Background: an optimization exercise with open tools, aiming at small area and a short achievable clock period. Do not read the settings as production practice. Function was checked by simulation only, so behaviour that the tests miss may differ from the original. No activity file was given, so power comes from the tool's default toggle rates.

==> flow/design.v <==
`timescale 1ns/10ps
module IOTDF( clk, rst, in_en, iot_in, fn_sel, busy, valid, iot_out);
input          clk;
input          rst;
input          in_en;
input  [7:0]   iot_in;
input  [2:0]   fn_sel;
output         busy;
output         valid;
output [127:0] iot_out;
reg  [135:0] ring;
reg  [7:0]   ib;        
reg          g;         
reg          gt, lt;    
reg  [2:0]   fs;        
reg  [4:0]   c;         
reg  [2:0]   p;         
reg          busy_r, valid_r;
reg          win, lose;  
reg          exc;       
reg          first;     
reg          k1, k2, ones, nz;  
assign busy    = busy_r;
assign valid   = valid_r;
assign iot_out = ring[127:0];
wire proc  = (c != 5'd0) & (c != 5'd17);
wire gap   = (c == 5'd16);
wire lane0 = (c == 5'd1);
wire last  = (p == 3'd7);
wire m_max  = (fs == 3'd1) | (fs == 3'd6);
wire m_rnd  = (fs == 3'd1) | (fs == 3'd2);
wire m_peak = (fs == 3'd6) | (fs == 3'd7);
wire m_mm   = m_rnd | m_peak;
wire m_avg  = (fs == 3'd3);
wire m_flt  = (fs == 3'd4) | (fs == 3'd5);
wire better    = m_max ? gt : lt;
wire worse     = m_max ? lt : gt;
wire eq_st     = ~win & ~lose;
wire load      = m_flt | ((m_rnd | (m_peak & first)) & (p == 3'd0));
wire dwr       = proc & (load | (m_mm & (win | (eq_st & ~worse))));
wire beat      = proc & eq_st & better & ~load;
wire       fresh  = m_avg & (p == 3'd0);
wire       addon  = m_avg & proc;
wire [7:0] wold   = fresh ? 8'd0 : ring[132:125];
wire [7:0] asum   = addon ? ib : wold;
wire [7:0] nrb    = ring[127:120];
wire [7:0] nwold  = fresh ? 8'd0 : ring[124:117];
wire [8:0] nsum   = {1'b0, nwold} + {1'b0, iot_in};
wire [122:0] cv = {ring[119:0], ring[135:133]};
wire [122:0] t;
wire [122:0] wg;
wire [15:0]  pg;
wire [15:0]  q;
genvar i;
generate
  for (i = 0; i < 123; i = i + 1) begin : inc
    if (i % 8 == 0) begin : lo
      assign wg[i] = 1'b1;
    end else begin : hi
      assign wg[i] = &cv[i-1:8*(i/8)];
    end
    assign t[i] = g & q[i/8] & wg[i];
  end
  for (i = 0; i < 15; i = i + 1) begin : grp
    assign pg[i] = &cv[8*i+7:8*i];
  end
  assign pg[15] = 1'b0;
  assign q[0] = 1'b1;
  for (i = 1; i < 16; i = i + 1) begin : pre
    assign q[i] = &pg[i-1:0];
  end
endgenerate
wire [122:0] cn = cv ^ t;
wire top_in  = fs[0] ? ((ib >= 8'hC0) | (ib < 8'h7F))
                     : ((ib >= 8'h70) & (ib < 8'hAF));
wire top_bnd = fs[0] ? (ib == 8'h7F) : (ib == 8'hAF);
wire ones_f  = ones & (&ib);
wire nz_f    = nz | (|ib);
wire v_next = m_flt ? (nz_f & (k1 | (k2 & ~ones_f)))
                    : (last & (m_avg | m_rnd | (m_peak & (first | exc | beat))));
always @(posedge clk) begin
    ib <= m_avg ? nsum[7:0] : iot_in;
    g  <= m_avg & ~c[4] & nsum[8];
    gt <= iot_in > nrb;
    lt <= iot_in < nrb;
    fs <= fn_sel;
    ring[4:0]     <= dwr ? ib[4:0] : asum[7:3];
    ring[7:5]     <= dwr ? ib[7:5] : cn[2:0];
    ring[127:8]   <= cn[122:3];
    ring[132:128] <= ring[124:120];
    ring[135:133] <= asum[2:0];
    if (~proc) begin
        win  <= 1'b0;
        lose <= 1'b0;
    end else if (eq_st) begin
        win  <= better;
        lose <= worse;
    end
    if (lane0) begin
        k1   <= top_in;
        k2   <= top_bnd;
        nz   <= |ib;
        ones <= 1'b1;
    end else begin
        nz   <= nz_f;
        ones <= ones_f;
    end
    if (rst) begin
        c       <= 5'd17;
        p       <= 3'd0;
        busy_r  <= 1'b0;
        valid_r <= 1'b0;
        first   <= 1'b1;
    end else begin
        c       <= c[4] ? 5'd0 : c + 5'd1;
        busy_r  <= (c == 5'd14);
        valid_r <= gap & v_next;
        if (gap) begin
            p <= p + 3'd1;
            if (last) first <= 1'b0;
        end
    end
    if (gap & last)
        exc <= 1'b0;
    else if (beat)
        exc <= 1'b1;
end
endmodule
==> flow/config.mk <==
export PLATFORM = sky130hd
export DESIGN_NAME = IOTDF
export DESIGN_NICKNAME = IOTDF
export VERILOG_FILES = /design/flow/design.v
export SDC_FILE = /design/flow/constraint.sdc
export NUM_CORES = 4
export LEC_CHECK = 0
export CAP_MARGIN = 20
export CORE_MARGIN = 2
export CORE_UTILIZATION = 40
export PLACE_DENSITY = 0.6
export SLEW_MARGIN = 20
==> flow/constraint.sdc <==
create_clock -name core_clock -period 8.0 [get_ports {clk}]
set_input_delay 1.6000 -clock core_clock [delete_from_list [all_inputs] [get_ports {clk}]]
set_output_delay 1.6000 -clock core_clock [all_outputs]
set_load 0.01 [all_outputs]
standard.sh (not shown) runs the stock make flow with config.mk's settings and CLKGATE_MAP_FILE= SYNTH_SCRIPT=/design/flow/synth_recipe.tcl, a recipe that flattens the netlist after the stock synthesis.
==> flow/flow/run.sh <==
#!/bin/bash
# Standard ORFS layout, with plain buffers (not delay cells) on the ports and
# a tighter setup target for the repair steps. Synthesis is the standard one.
set -euo pipefail
bash standard.sh synth > synth.log 2>&1
export BUFFER_PORTS_ARGS="-buffer_cell sky130_fd_sc_hd__buf_2"
export SETUP_SLACK_MARGIN=${MARGIN:-5}
export DONT_USE_CELLS="sky130_fd_sc_hd__clkdlybuf4s15_1 sky130_fd_sc_hd__clkdlybuf4s15_2 sky130_fd_sc_hd__clkdlybuf4s18_1 sky130_fd_sc_hd__clkdlybuf4s18_2 sky130_fd_sc_hd__clkdlybuf4s25_1 sky130_fd_sc_hd__clkdlybuf4s25_2 sky130_fd_sc_hd__clkdlybuf4s50_1 sky130_fd_sc_hd__clkdlybuf4s50_2 sky130_fd_sc_hd__dlygate4sd1_1 sky130_fd_sc_hd__dlygate4sd2_1 sky130_fd_sc_hd__dlygate4sd3_1 sky130_fd_sc_hd__dlymetal6s2s_1 sky130_fd_sc_hd__dlymetal6s4s_1 sky130_fd_sc_hd__dlymetal6s6s_1"
bash standard.sh > layout.log 2>&1
The baseline completed without violations.
Edit:
==> flow/run.sh (new file) <==
#!/bin/bash
# synth_recipe.tcl (not shown) runs the flow's synth.tcl, then flattens the netlist and writes it again
# the make line also repeats each setting of config.mk as NAME=value (left out here)
make -C /OpenROAD-flow-scripts/flow DESIGN_CONFIG=/design/flow/config.mk WORK_HOME=/design/flow/orfs CLKGATE_MAP_FILE= SYNTH_SCRIPT=/design/flow/synth_recipe.tcl finish
- SETUP_SLACK_MARGIN: unset -> 5
removed: flow/flow/run.sh
removed: flow/standard.sh
Result: The changed run completed without violations. Flip-flop and latch count stays the same. Maximum frequency came out lower by a few percent. Design area rises by roughly a tenth. Routed wire length grows by a few percent. Count of clock-buffer cells in the layout does not change. Utilization grows by 4.1 points. Die area stays the same. Setup slack loses 0.11 ns. Hold slack gets worse by 0.019 ns.
Edit:
==> flow/flow/run.sh (new file) <==
#!/bin/bash
# Standard ORFS layout, with plain buffers (not delay cells) on the ports and
# a tighter setup target for the repair steps. Synthesis is the standard one.
set -euo pipefail
bash standard.sh synth > synth.log 2>&1
export BUFFER_PORTS_ARGS="-buffer_cell sky130_fd_sc_hd__buf_2"
export SETUP_SLACK_MARGIN=${MARGIN:-5.5}
export DONT_USE_CELLS="sky130_fd_sc_hd__clkdlybuf4s15_1 sky130_fd_sc_hd__clkdlybuf4s15_2 sky130_fd_sc_hd__clkdlybuf4s18_1 sky130_fd_sc_hd__clkdlybuf4s18_2 sky130_fd_sc_hd__clkdlybuf4s25_1 sky130_fd_sc_hd__clkdlybuf4s25_2 sky130_fd_sc_hd__clkdlybuf4s50_1 sky130_fd_sc_hd__clkdlybuf4s50_2 sky130_fd_sc_hd__dlygate4sd1_1 sky130_fd_sc_hd__dlygate4sd2_1 sky130_fd_sc_hd__dlygate4sd3_1 sky130_fd_sc_hd__dlymetal6s2s_1 sky130_fd_sc_hd__dlymetal6s4s_1 sky130_fd_sc_hd__dlymetal6s6s_1"
bash standard.sh > layout.log 2>&1
==> flow/standard.sh (new file) <==
#!/bin/bash
# synth_recipe.tcl (not shown) runs the flow's synth.tcl, then flattens the netlist and writes it again
# the make line also repeats each setting of config.mk as NAME=value (left out here)
make -C /OpenROAD-flow-scripts/flow DESIGN_CONFIG=/design/flow/config.mk WORK_HOME=/design/flow/orfs CLKGATE_MAP_FILE= SYNTH_SCRIPT=/design/flow/synth_recipe.tcl "${@:-finish}"
- SETUP_SLACK_MARGIN: 5 -> unset
removed: flow/run.sh
What happened: The new run completed with no timing, DRC or antenna violations; first-iteration DRC count rose by 15%; cell area rose by 19%; power rose by 20%; clock skew is about the same; combinational power rose by about 70%; sequential power stays flat; maximum frequency rose by 13%; routed wire length rose by 20%; synthesized cell count is unchanged; non-clock buffer count rose by 154.
Edit:
==> flow/run.sh (new file) <==
#!/bin/bash
# synth_recipe.tcl (not shown) runs the flow's synth.tcl, then flattens the netlist and writes it again
# the make line also repeats each setting of config.mk as NAME=value (left out here)
make -C /OpenROAD-flow-scripts/flow DESIGN_CONFIG=/design/flow/config.mk WORK_HOME=/design/flow/orfs CLKGATE_MAP_FILE= SYNTH_SCRIPT=/design/flow/synth_recipe.tcl finish
removed: flow/flow/run.sh
removed: flow/standard.sh
Count of clock-buffer cells in the layout drops by 1.
Final area goes down by 18%.
Area after synthesis does not change.
Utilization is lower by 10 points.
First-iteration DRC count decreases by 15%.
Maximum frequency came out lower by 24%.
Die area is unchanged.
Wire length decreases by 18%.

========
IOTDF, a different RTL version from the one above (not shown whole).
Size in the first run: roughly 160 flip-flops, ~140 I/O pins, about 7800 sq um of cells after synthesis.
Settings: LEC_CHECK=0, CAP_MARGIN=20, CORE_MARGIN=2, CORE_UTILIZATION=50, PLACE_DENSITY=0.65, SLEW_MARGIN=20; clock period 8.0 ns.
==> flow/flow/run.sh <==
#!/bin/bash
# Standard ORFS layout, with plain buffers (not delay cells) on the ports and
# a tighter setup target for the repair steps. Synthesis is the standard one.
set -euo pipefail
bash standard.sh synth > synth.log 2>&1
export BUFFER_PORTS_ARGS="-buffer_cell sky130_fd_sc_hd__buf_1"
export SETUP_SLACK_MARGIN=${MARGIN:-5.3}
export DONT_USE_CELLS="sky130_fd_sc_hd__clkdlybuf4s15_1 sky130_fd_sc_hd__clkdlybuf4s15_2 sky130_fd_sc_hd__clkdlybuf4s18_1 sky130_fd_sc_hd__clkdlybuf4s18_2 sky130_fd_sc_hd__clkdlybuf4s25_1 sky130_fd_sc_hd__clkdlybuf4s25_2 sky130_fd_sc_hd__clkdlybuf4s50_1 sky130_fd_sc_hd__clkdlybuf4s50_2 sky130_fd_sc_hd__dlygate4sd1_1 sky130_fd_sc_hd__dlygate4sd2_1 sky130_fd_sc_hd__dlygate4sd3_1 sky130_fd_sc_hd__dlymetal6s2s_1 sky130_fd_sc_hd__dlymetal6s4s_1 sky130_fd_sc_hd__dlymetal6s6s_1"
export CTS_ARGS="-sink_clustering_enable -repair_clock_nets -dont_use_dummy_load -buf_list {sky130_fd_sc_hd__clkbuf_4 sky130_fd_sc_hd__clkbuf_8}"
bash standard.sh > layout.log 2>&1
Change:
--- a/flow/flow/run.sh
+++ b/flow/flow/run.sh
@@ -7 +7 @@
-export SETUP_SLACK_MARGIN=${MARGIN:-5.3}
+export SETUP_SLACK_MARGIN=${MARGIN:-5.35}
@@ -9 +9 @@
-export CTS_ARGS="-sink_clustering_enable -repair_clock_nets -dont_use_dummy_load -buf_list {sky130_fd_sc_hd__clkbuf_4 sky130_fd_sc_hd__clkbuf_8}"
+export CTS_ARGS="-sink_clustering_enable -repair_clock_nets -dont_use_dummy_load -buf_list sky130_fd_sc_hd__clkbuf_8 -sink_clustering_size 30 -sink_clustering_max_diameter 80"
--- a/flow/config.mk
+++ b/flow/config.mk
@@ -10,2 +10,2 @@
-export CORE_UTILIZATION = 50
-export PLACE_DENSITY = 0.65
+export CORE_UTILIZATION = 65
+export PLACE_DENSITY = 0.75
Effect: Final area rises by 0.75%; maximum frequency grows by about 0.8%; sequential cell count does not change; via count grows by 2.0%; total power goes up by 1.8%; combinational power came out higher by 3.3%; synthesized cell count does not change.
Change:
--- a/flow/flow/run.sh
+++ b/flow/flow/run.sh
@@ -7 +7 @@
-export SETUP_SLACK_MARGIN=${MARGIN:-5.35}
+export SETUP_SLACK_MARGIN=${MARGIN:-5.25}
@@ -9 +9 @@
-export CTS_ARGS="-sink_clustering_enable -repair_clock_nets -dont_use_dummy_load -buf_list sky130_fd_sc_hd__clkbuf_8 -sink_clustering_size 30 -sink_clustering_max_diameter 80"
+export CTS_ARGS="-sink_clustering_enable -repair_clock_nets -dont_use_dummy_load"
--- a/flow/config.mk
+++ b/flow/config.mk
@@ -10,2 +10,2 @@
-export CORE_UTILIZATION = 65
-export PLACE_DENSITY = 0.75
+export CORE_UTILIZATION = 40
+export PLACE_DENSITY = 0.6
Setup slack is worse by 20 ps. Flip-flop and latch count stays the same. Via count decreases by 4.4%. Cell area is higher by 2.2%. Combinational power went down by about 3%. Worst hold slack degrades by 6.4 ps.
Change:
--- a/flow/flow/run.sh
+++ b/flow/flow/run.sh
@@ -7 +7 @@
-export SETUP_SLACK_MARGIN=${MARGIN:-5.25}
+export SETUP_SLACK_MARGIN=${MARGIN:-5.4}
@@ -9 +9 @@
-export CTS_ARGS="-sink_clustering_enable -repair_clock_nets -dont_use_dummy_load"
+export CTS_ARGS="-sink_clustering_enable -repair_clock_nets -dont_use_dummy_load -buf_list {sky130_fd_sc_hd__clkbuf_4 sky130_fd_sc_hd__clkbuf_8}"
--- a/flow/config.mk
+++ b/flow/config.mk
@@ -10,2 +10,2 @@
-export CORE_UTILIZATION = 40
-export PLACE_DENSITY = 0.6
+export CORE_UTILIZATION = 65
+export PLACE_DENSITY = 0.75
Setup slack is worse by 3.3 ps. Final cell count shrinks by 11%. Critical path depth rises by 1.

## static timing again, ports no longer ideal
In the flow no input, the clock included, has a driving cell. The finished layouts below were timed again as built, in two steps. Step 1 assumes that a clkbuf_16 drives the clock port and a buf_2 every other input. Step 2 adds t to the input delays and takes it off the output delays; t is the mean of the earliest and latest rising clock arrival at the registers after step 1. Input paths then give back, and output paths get back, about the clock's delay inside the block. a / b / c = no drivers / after step 1 / after step 2; a / b = the first two.
run | t (ns) | setup WS [ns] | latest minus earliest clock arrival (ns) | worst data-port slew with drivers (ns)
the first run of note 1 | 0.454 | 5.146 / 5.159 / 4.705 | 0.011 / 0.011 | 0.03
the second run of note 1 | 0.461 | 5.033 / 4.988 / 4.690 | 0.012 / 0.012 | 0.03
the third run of note 1 | 0.466 | 5.375 / 5.368 / 4.902 | 0.014 / 0.014 | 0.05
the fourth run of note 1 | 0.461 | 4.549 / 4.549 / 4.243 | 0.013 / 0.012 | 0.04
the first run of note 2 | 0.469 | 5.361 / 5.325 / 4.928 | 0.024 / 0.024 | 0.05
the second run of note 2 | 0.465 | 5.381 / 5.347 / 4.919 | 0.032 / 0.032 | 0.05
the third run of note 2 | 0.452 | 5.361 / 5.318 / 5.005 | 0.023 / 0.023 | 0.03
the fourth run of note 2 | 0.468 | 5.358 / 5.322 / 4.983 | 0.027 / 0.027 | 0.05
After both steps every run listed still meets setup and hold. For the third run of note 1, which loses most, drivers alone change the setup slack by -0.007 ns; drivers and shift together by -0.473 ns.
